This is an optimization exercise on Yosys and OpenROAD, whose aim is small area, not a production implementation.
The RTL was checked by simulation tests, not by an equivalence proof against the original design.
The clock port is modelled as an ideal driver, which makes a skipped or thinned clock tree look cheaper than it is; a real chip needs a root buffer or a tree.

==> job 1293 <==
==> flow/design.v <==
module piezoController #(parameter FRQ = 1_000_000)
                        (input[2:0] octave,
                         input nOn,
                         input clk,
                         input nrst,
                         output reg piezo_wire);
    localparam integer MATCH0 = FRQ / 262 / 2;
    localparam integer MATCH1 = FRQ / 294 / 2;
    localparam integer MATCH2 = FRQ / 330 / 2;
    localparam integer MATCH3 = FRQ / 349 / 2;
    localparam integer MATCH4 = FRQ / 392 / 2;
    localparam integer MATCH5 = FRQ / 440 / 2;
    localparam integer MATCH6 = FRQ / 494 / 2;
    localparam integer MATCH7 = FRQ / 523 / 2;
    localparam integer W = (MATCH0 < 2047) ? 11 : 32;
    reg[W-1:0] cnt;
    reg[W-1:0] match_cnt;
    always @(*) begin
        case (octave)
            3'd0: match_cnt = MATCH0;
            3'd1: match_cnt = MATCH1;
            3'd2: match_cnt = MATCH2;
            3'd3: match_cnt = MATCH3;
            3'd4: match_cnt = MATCH4;
            3'd5: match_cnt = MATCH5;
            3'd6: match_cnt = MATCH6;
            default: match_cnt = MATCH7;
        endcase
    end
    reg gt;
    integer i;
    always @(*) begin
        gt = 1'b0;
        for (i = 0; i < W; i = i + 1)
            gt = match_cnt[i] ? (cnt[i] & gt) : (cnt[i] | gt);
    end
    reg[W-1:0] cnt_inc;
    reg c;
    always @(*) begin
        c = ~nOn;
        for (i = 0; i < W; i = i + 1) begin
            cnt_inc[i] = cnt[i] ^ c;
            c = c & cnt[i];
        end
    end
    wire clr = ~nrst | (~nOn & gt);
    always@(posedge clk)begin
        cnt <= clr ? {W{1'b0}} : cnt_inc;
        if (nrst == 0)
            piezo_wire <= 0;
        else if (~nOn & gt)
            piezo_wire <= ~piezo_wire;
    end
endmodule
module displayController (input clk,
                          input nrst,
                          input[1:0] display_d,  
                          output[7:0] seg_com,
                          output[6:0] seg7);
    reg[3:0] j;
    reg nrst_d;
    always @(posedge clk) begin
        j      <= {4{nrst_d}} & {j[2:0], ~j[3]};
        nrst_d <= nrst;
    end
    wire[7:0] dg;  
    assign dg[0] = ~j[0] & ~j[3];
    assign dg[1] = j[0] & ~j[1];
    assign dg[2] = j[1] & ~j[2];
    assign dg[3] = j[2] & ~j[3];
    assign dg[4] = j[3] & j[0];
    assign dg[5] = ~j[0] & j[1];
    assign dg[6] = ~j[1] & j[2];
    assign dg[7] = ~j[2] & j[3];
    assign seg_com = ~dg;
    wire[2:0] nd = {nrst_d, display_d};
    assign seg7[0] = (dg[0] & (nd == 3'd0 | nd == 3'd1 | nd == 3'd2 | nd == 3'd3 | nd == 3'd4 | nd == 3'd5 | nd == 3'd6)) |
                     (dg[1] & (nd == 3'd0 | nd == 3'd1 | nd == 3'd2 | nd == 3'd3 | nd == 3'd4 | nd == 3'd5 | nd == 3'd6)) |
                     (dg[2] & (nd == 3'd0 | nd == 3'd1 | nd == 3'd2 | nd == 3'd3 | nd == 3'd4 | nd == 3'd6 | nd == 3'd7)) |
                     dg[3] |
                     dg[4] |
                     dg[5] |
                     dg[6] |
                     dg[7];
    assign seg7[1] = dg[0] |
                     dg[1] |
                     dg[2] |
                     dg[3];
    assign seg7[2] = (dg[0] & (nd == 3'd0 | nd == 3'd1 | nd == 3'd2 | nd == 3'd3 | nd == 3'd7)) |
                     (dg[1] & (nd == 3'd0 | nd == 3'd1 | nd == 3'd2 | nd == 3'd3 | nd == 3'd4 | nd == 3'd5 | nd == 3'd7)) |
                     (dg[2] & (nd == 3'd4 | nd == 3'd5 | nd == 3'd6 | nd == 3'd7)) |
                     (dg[3] & (nd == 3'd0 | nd == 3'd1 | nd == 3'd2 | nd == 3'd3 | nd == 3'd5 | nd == 3'd6 | nd == 3'd7)) |
                     (dg[4] & (nd == 3'd0 | nd == 3'd1 | nd == 3'd2 | nd == 3'd3));
    assign seg7[3] = (dg[0] & (nd == 3'd0 | nd == 3'd1 | nd == 3'd2 | nd == 3'd3 | nd == 3'd6 | nd == 3'd7)) |
                     (dg[1] & (nd == 3'd0 | nd == 3'd1 | nd == 3'd2 | nd == 3'd3 | nd == 3'd6)) |
                     (dg[2] & (nd == 3'd0 | nd == 3'd1 | nd == 3'd2 | nd == 3'd3 | nd == 3'd4 | nd == 3'd5)) |
                     (dg[3] & (nd == 3'd0 | nd == 3'd1 | nd == 3'd2 | nd == 3'd3 | nd == 3'd4));
    assign seg7[4] = (dg[0] & (nd == 3'd4 | nd == 3'd5 | nd == 3'd6)) |
                     (dg[1] & (nd == 3'd4 | nd == 3'd5 | nd == 3'd6)) |
                     (dg[2] & (nd == 3'd0 | nd == 3'd1 | nd == 3'd2 | nd == 3'd3 | nd == 3'd6 | nd == 3'd7)) |
                     (dg[3] & (nd == 3'd4));
    assign seg7[5] = (dg[0] & (nd == 3'd4 | nd == 3'd5)) |
                     (dg[1] & (nd == 3'd4 | nd == 3'd5)) |
                     (dg[2] & (nd == 3'd6 | nd == 3'd7)) |
                     (dg[3] & (nd == 3'd5 | nd == 3'd6));
    assign seg7[6] = (dg[0] & (nd == 3'd6)) |
                     (dg[1] & (nd == 3'd0 | nd == 3'd1 | nd == 3'd2 | nd == 3'd3 | nd == 3'd4 | nd == 3'd5 | nd == 3'd6)) |
                     (dg[2] & (nd == 3'd0 | nd == 3'd1 | nd == 3'd2 | nd == 3'd3 | nd == 3'd6 | nd == 3'd7)) |
                     dg[3];
endmodule
module mainController #(parameter FRQ = 1_000_000)  
                       (input clk,
                        input[7:0] key,
                        input nrst,
                        output[7:0] seg_com,
                        output[6:0] seg7,
                        output piezo_wire);
    localparam[3:0] S0   = 4'b0000, S5   = 4'b0001, S3   = 4'b0010, S5F  = 4'b0011,
                    S1A  = 4'b0100, S1B  = 4'b0101, S4   = 4'b0110,
                    S2FA = 4'b1000, S2FB = 4'b1001, S2   = 4'b1010, S3F  = 4'b1011;
    reg[3:0] state;
    reg pass;          
    reg[2:0] octave;   
    wire[2:0] cnt_lo;
    wire cnt_zero;
    runCounter runCounter01(.clk(clk), .nrst(nrst), .inc(~state[2]), .lo(cnt_lo), .zero(cnt_zero));
    wire tdone;
    durationTimer #(.FRQ(FRQ)) timer01(.clk(clk), .load(state[2]), .done(tdone));
    wire tend = tdone | cnt_zero;
    wire[1:0] display_d = state[1] ? 2'd1 : (state[0] ? {1'b1, ~pass} : 2'd0);
    piezoController #(.FRQ(FRQ)) piezoController01(.octave(octave), .nOn(~state[3]), .clk(clk), .nrst(nrst), .piezo_wire(piezo_wire));
    displayController displayController01(.clk(clk), .nrst(nrst), .display_d(display_d), .seg_com(seg_com), .seg7(seg7));
    always @(posedge clk) begin
        if (state[2])
            octave <= cnt_lo;
        if (state == S4)
            pass <= key[octave];
        if (nrst == 0)
            state <= S0;
        else begin
            case (state)
                S0:   state <= key[4] ? S1A : S0;
                S1A:  state <= S2FA;
                S1B:  state <= S2FB;
                S2FA: state <= S2;
                S2FB: state <= S2;
                S2:   state <= tend ? S3F : S2;
                S3F:  state <= (key != 0) ? S4 : S3;
                S3:   state <= (key != 0) ? S4 : S3;
                S4:   state <= S5F;
                S5F:  state <= S5;
                S5:   state <= tend ? S1B : S5;
                default: state <= S0;
            endcase
        end
    end
endmodule
module runCounter (input clk,
                   input nrst,
                   input inc,
                   output reg[2:0] lo,
                   output zero);
    reg[26:0] hi;
    wire step = inc & lo[2] & lo[1] & lo[0];
    wire low0 = ~|hi[25:0];
    wire fb = hi[26] ^ hi[25] ^ hi[24] ^ hi[21] ^ low0;
    assign zero = low0 & ~hi[26] & ~lo[2] & ~lo[1] & ~lo[0];
    wire sh = nrst & step;
    wire hd = nrst & ~step;
    always @(posedge clk) begin
        lo[0] <= nrst & (lo[0] ^ inc);
        lo[1] <= nrst & (lo[1] ^ (inc & lo[0]));
        lo[2] <= nrst & (lo[2] ^ (inc & lo[1] & lo[0]));
        hi    <= ({27{sh}} & {hi[25:0], fb}) | ({27{hd}} & hi);
    end
endmodule
module durationTimer #(parameter FRQ = 1_000_000)
                      (input clk,
                       input load,
                       output done);
    generate
        if (FRQ == 1_000_000) begin : g_lfsr
            localparam[19:0] P = 20'h55555;
            reg[19:0] es;
            wire[19:0] e = es ^ P;
            always @(posedge clk)
                es <= load ? 20'd0 : ({e[18:0], e[19] ^ e[16]} ^ P);
            assign done = (e == 20'h5e7cd);
        end
        else begin : g_bin
            reg[31:0] e;
            always @(posedge clk)
                e <= load ? 32'd0 : e + 1;
            assign done = (e > FRQ);
        end
    endgenerate
endmodule
==> flow/flow/run.sh <==
#!/bin/bash
# Own layout flow: the standard ORFS flow (standard.sh), with these
# changes to how the layout is made:
#  - synthesis runs without the full/half-adder extraction (ADDER_MAP_FILE
#    empty) and maps with each of the ABC scripts abc_*.script here in turn
#    (as ORFS's abc_area.script); the layout is made from the one whose
#    netlist has the smallest cell area. The registers are those of the
#    standard synthesis, as the same synthesis script makes them;
#  - ports are buffered with the smallest buffer, sky130_fd_sc_hd__buf_1;
#  - in place of clock tree synthesis, one clock buffer (clock_buffer.tcl)
#    drives all the registers' clock pins.
# Every tool's output goes to the ORFS logs under orfs/ (and try_N/ for the
# trial syntheses), and make's own output to flow_make.log and
# try_N.log, in the folder this runs in.
set -euo pipefail
W=$(pwd)
rm -rf "$W/orfs_scripts"
cp -r "$FLOW_HOME/scripts" "$W/orfs_scripts"
export SCRIPTS_DIR="$W/orfs_scripts"
export ADDER_MAP_FILE=
export BUFFER_PORTS_ARGS="-buffer_cell sky130_fd_sc_hd__buf_1"
export CLOCK_BUFFER_CELL=sky130_fd_sc_hd__clkbuf_8
python3 - "$W/orfs_scripts/cts.tcl" "$W/flow/clock_buffer.tcl" <<'PY'
import sys
p, t = sys.argv[1], sys.argv[2]
s = open(p).read()
old = "log_cmd clock_tree_synthesis {*}$cts_args"
assert s.count(old) == 1
open(p, "w").write(s.replace(old, "source " + t))
PY

best=""; best_area=""
for s in "$W"/flow/abc_*.script; do
  n=$(basename "$s" .script)
  cp "$s" "$W/orfs_scripts/abc_area.script"
  rm -rf "$W/try_$n"
  sed "s|WORK_HOME=[^ ]*|WORK_HOME=$W/try_$n|" "$W/standard.sh" > "$W/try_$n.sh"
  if bash "$W/try_$n.sh" synth > "$W/try_$n.log" 2>&1; then
    a=$(awk '/Chip area for module/ {print $NF}' "$W"/try_$n/reports/*/mainController/base/synth_stat.txt | head -1)
    echo "$n: $a" >> "$W/synth_choice.log"
    if [[ -n "$a" ]] && { [[ -z "$best_area" ]] || awk -v a="$a" -v b="$best_area" 'BEGIN{exit !(a<b)}'; }; then
      best=$s; best_area=$a
    fi
  else
    echo "$n: failed" >> "$W/synth_choice.log"
  fi
done
[[ -n "$best" ]] || best="$W/flow/abc_1.script"
echo "chosen: $(basename "$best")" >> "$W/synth_choice.log"
cp "$best" "$W/orfs_scripts/abc_area.script"
bash "$W/standard.sh" > "$W/flow_make.log" 2>&1
==> flow/flow/abc_1.script <==
strash
dch
amap
topo
==> flow/flow/abc_2.script <==
strash
&get -n
&fraig -x
&put
scorr
dc2
dretime
strash
&get -n
&dch -f
&nf
&put
==> flow/flow/abc_3.script <==
strash
dc2
&get -n
&dch -f
&nf -a
&put
==> flow/flow/abc_4.script <==
strash
&get -n
&dch -f
&nf -a -F 5 -A 5
&put
topo
==> flow/flow/abc_5.script <==
strash
dc2
dch -f
map -a
topo
==> flow/flow/clock_buffer.tcl <==
# Replaces clock_tree_synthesis in cts.tcl: the clock port's net is split
# by one clock buffer (CLOCK_BUFFER_CELL), placed at the centre of the
# flip-flops it drives, which then drives every clock sink. The clock thus
# reaches every register through the same single buffer.
proc single_clock_buffer { cell } {
  set db [ord::get_db]
  set block [ord::get_db_block]
  set clk_port [lindex [get_ports [get_property [lindex [all_clocks] 0] sources]] 0]
  set net [$block findNet [get_full_name [get_nets -of_objects $clk_port]]]
  set master [$db findMaster $cell]
  set inst [odb::dbInst_create $block $master "clkbuf_0_clk"]
  set newnet [odb::dbNet_create $block "clknet_0_clk"]
  $newnet setSigType CLOCK
  $net setSigType CLOCK
  set xs 0
  set ys 0
  set n 0
  foreach it [$net getITerms] {
    lassign [[$it getInst] getLocation] x y
    set xs [expr {$xs + $x}]
    set ys [expr {$ys + $y}]
    incr n
    $it disconnect
    $it connect $newnet
  }
  [$inst findITerm A] connect $net
  [$inst findITerm X] connect $newnet
  [$inst findITerm VPWR] connect [$block findNet VDD]
  [$inst findITerm VGND] connect [$block findNet VSS]
  $inst setLocation [expr {$xs / $n}] [expr {$ys / $n}]
  $inst setPlacementStatus PLACED
  puts "single_clock_buffer: $cell drives $n clock sinks"
}
single_clock_buffer $::env(CLOCK_BUFFER_CELL)
set_propagated_clock [all_clocks]
==> flow/standard.sh <==
#!/bin/bash
# synth_recipe.tcl (not shown) runs the flow's synth.tcl, then flattens the netlist and writes it again
# the make line also repeats each setting of config.mk as NAME=value (left out here)
make -C /OpenROAD-flow-scripts/flow DESIGN_CONFIG=/design/flow/config.mk WORK_HOME=/design/flow/orfs CLKGATE_MAP_FILE= SYNTH_SCRIPT=/design/flow/synth_recipe.tcl "${@:-finish}"
==> flow/config.mk <==
export PLATFORM = sky130hd
export DESIGN_NAME = mainController
export DESIGN_NICKNAME = mainController
export VERILOG_FILES = /design/flow/design.v
export SDC_FILE = /design/flow/constraint.sdc
export NUM_CORES = 4
export LEC_CHECK = 0
export ABC_AREA = 1
export CAP_MARGIN = 20
export CORE_MARGIN = 2
export CORE_UTILIZATION = 40
export SLEW_MARGIN = 20
==> flow/constraint.sdc <==
create_clock -name core_clock -period 10.0 [get_ports {clk}]
set_input_delay 2.0000 -clock core_clock [delete_from_list [all_inputs] [get_ports {clk}]]
set_output_delay 2.0000 -clock core_clock [all_outputs]
set_load 0.01 [all_outputs]
==> job 7179 (differences from job 1293) <==
--- a/flow/flow/run.sh
+++ b/flow/flow/run.sh
@@ -8,6 +8,8 @@
 #    standard synthesis, as the same synthesis script makes them;
 #  - ports are buffered with the smallest buffer, sky130_fd_sc_hd__buf_1;
-#  - in place of clock tree synthesis, one clock buffer (clock_buffer.tcl)
-#    drives all the registers' clock pins.
+#  - in place of clock tree synthesis, clock_buffer.tcl splits the
+#    registers by location into CLOCK_COLS x CLOCK_ROWS equal groups, each
+#    driven by one CLOCK_LEAF_CELL buffer, driven in turn by the clock port
+#    (or by a CLOCK_ROOT_CELL buffer, if set).
 # Every tool's output goes to the ORFS logs under orfs/ (and try_N/ for the
 # trial syntheses), and make's own output to flow_make.log and
@@ -20,5 +22,8 @@
 export ADDER_MAP_FILE=
 export BUFFER_PORTS_ARGS="-buffer_cell sky130_fd_sc_hd__buf_1"
-export CLOCK_BUFFER_CELL=sky130_fd_sc_hd__clkbuf_8
+export CLOCK_LEAF_CELL=sky130_fd_sc_hd__buf_8
+export CLOCK_ROOT_CELL=
+export CLOCK_COLS=2
+export CLOCK_ROWS=2
 python3 - "$W/orfs_scripts/cts.tcl" "$W/flow/clock_buffer.tcl" <<'PY'
 import sys
==> flow/flow/clock_buffer.tcl (replaced) <==
proc clock_buffer_place { block master name innet outnet x y } {
  set inst [odb::dbInst_create $block $master $name]
  [$inst findITerm A] connect $innet
  [$inst findITerm X] connect $outnet
  [$inst findITerm VPWR] connect [$block findNet VDD]
  [$inst findITerm VGND] connect [$block findNet VSS]
  $inst setLocation $x $y
  $inst setPlacementStatus PLACED
  return $inst
}

proc clock_leaf_buffers { leaf_cell root_cell cols rows } {
  set db [ord::get_db]
  set block [ord::get_db_block]
  set src [lindex [get_property [lindex [all_clocks] 0] sources] 0]
  set net [[$block findBTerm [get_full_name $src]] getNet]
  $net setSigType CLOCK
  set sinks {}
  foreach it [$net getITerms] {
    lassign [[$it getInst] getLocation] x y
    lappend sinks [list $it $x $y]
  }
  set n [llength $sinks]
  set groups {}
  set by_x [lsort -integer -index 1 $sinks]
  for {set c 0} {$c < $cols} {incr c} {
    set col [lrange $by_x [expr {$c * $n / $cols}] [expr {($c + 1) * $n / $cols - 1}]]
    set m [llength $col]
    set by_y [lsort -integer -index 2 $col]
    for {set r 0} {$r < $rows} {incr r} {
      lappend groups [lrange $by_y [expr {$r * $m / $rows}] [expr {($r + 1) * $m / $rows - 1}]]
    }
  }
  if {$root_cell ne ""} {
    set leaf_in [odb::dbNet_create $block "clknet_0_clk"]
    $leaf_in setSigType CLOCK
  } else {
    set leaf_in $net
  }
  set leaf_master [$db findMaster $leaf_cell]
  set lx 0
  set ly 0
  set g 0
  foreach grp $groups {
    set newnet [odb::dbNet_create $block "clknet_leaf_${g}_clk"]
    $newnet setSigType CLOCK
    set sx 0
    set sy 0
    foreach s $grp {
      set it [lindex $s 0]
      $it disconnect
      $it connect $newnet
      set sx [expr {$sx + [lindex $s 1]}]
      set sy [expr {$sy + [lindex $s 2]}]
    }
    set cx [expr {$sx / [llength $grp]}]
    set cy [expr {$sy / [llength $grp]}]
    clock_buffer_place $block $leaf_master "clkbuf_leaf_${g}_clk" $leaf_in $newnet $cx $cy
    puts "clock_leaf_buffers: $leaf_cell $g drives [llength $grp] clock sinks"
    set lx [expr {$lx + $cx}]
    set ly [expr {$ly + $cy}]
    incr g
  }
  if {$root_cell ne ""} {
    clock_buffer_place $block [$db findMaster $root_cell] "clkbuf_0_clk" $net $leaf_in \
      [expr {$lx / $g}] [expr {$ly / $g}]
    puts "clock_leaf_buffers: root $root_cell drives $g leaf buffers"
  }
}
clock_leaf_buffers $::env(CLOCK_LEAF_CELL) $::env(CLOCK_ROOT_CELL) \
  $::env(CLOCK_COLS) $::env(CLOCK_ROWS)
set_propagated_clock [all_clocks]
==> comparison table <==
| item | job 1293 | job 7179 |
|---|---|---|
| Synthesis-stage register bit count | 75 | 75 |
| Post-placement worst setup slack | 6070 ps | 6070 ps |
| # port buffers | 25 | 25 |
| Ports | 26 | 26 |
| Mux contribution to synthesized area | 0 | 0 |
| Yosys top cell area share | 0.498 | 0.498 |
| Netlist area before placement | 0.00285 mm² | 0.00285 mm² |
| Die width | 88.5 µm | 88.5 µm |
| Number of distinct library cells after synthesis | 33 | 33 |
| Most frequently used cell type in the post-synthesis netlist | sky130_fd_sc_hd__nor2_1 | sky130_fd_sc_hd__nor2_1 |
| Syn Area/Cell | 8.37 µm² | 8.37 µm² |
| Share of synthesized cell area in and, or, nand and nor gates | 0.205 | 0.205 |
| Total of warnings raised by yosys | 5 | 5 |
| Sequential fraction of the synthesis area | 0.540 | 0.540 |
| Outcome | aborted with a tool error | finished clean |
| Last stage reached | clock tree synthesis | - |
| Number of synthesized flops with an enable pin | 4 | 4 |
The clock cells of job 7179 come from the design's own scripts or RTL, not from TritonCTS.

[separate check: timing with driven ports]
The flow's constraints put no driver on any port. The routed layout listed below was extracted and timed again, unchanged, in two steps.
Step 1 assumes that a clkbuf_16 drives the clock port and a buf_2 every other input.
Step 2 adds t to the input delays and takes it off the output delays; t is the mean of the earliest and latest rising clock arrival at the registers after step 1. Input paths then give back, and output paths get back, about the clock's delay inside the block.
Slacks: no drivers / after step 1 / after step 2; pairs: no drivers / after step 1.
run: job 7179
t (ns): 0.195
slack for setup (ns): 5.909 / 5.840 / 6.035
hold WS [ns]: 0.408 / 0.408 / 0.408
worst setup path after step 2: register to output
clock arrival spread, ns: 0.011 / 0.012
After both steps setup and hold are still met in job 7179. For job 7179, drivers alone change the setup slack by -0.069 ns; drivers and shift together by +0.126 ns.
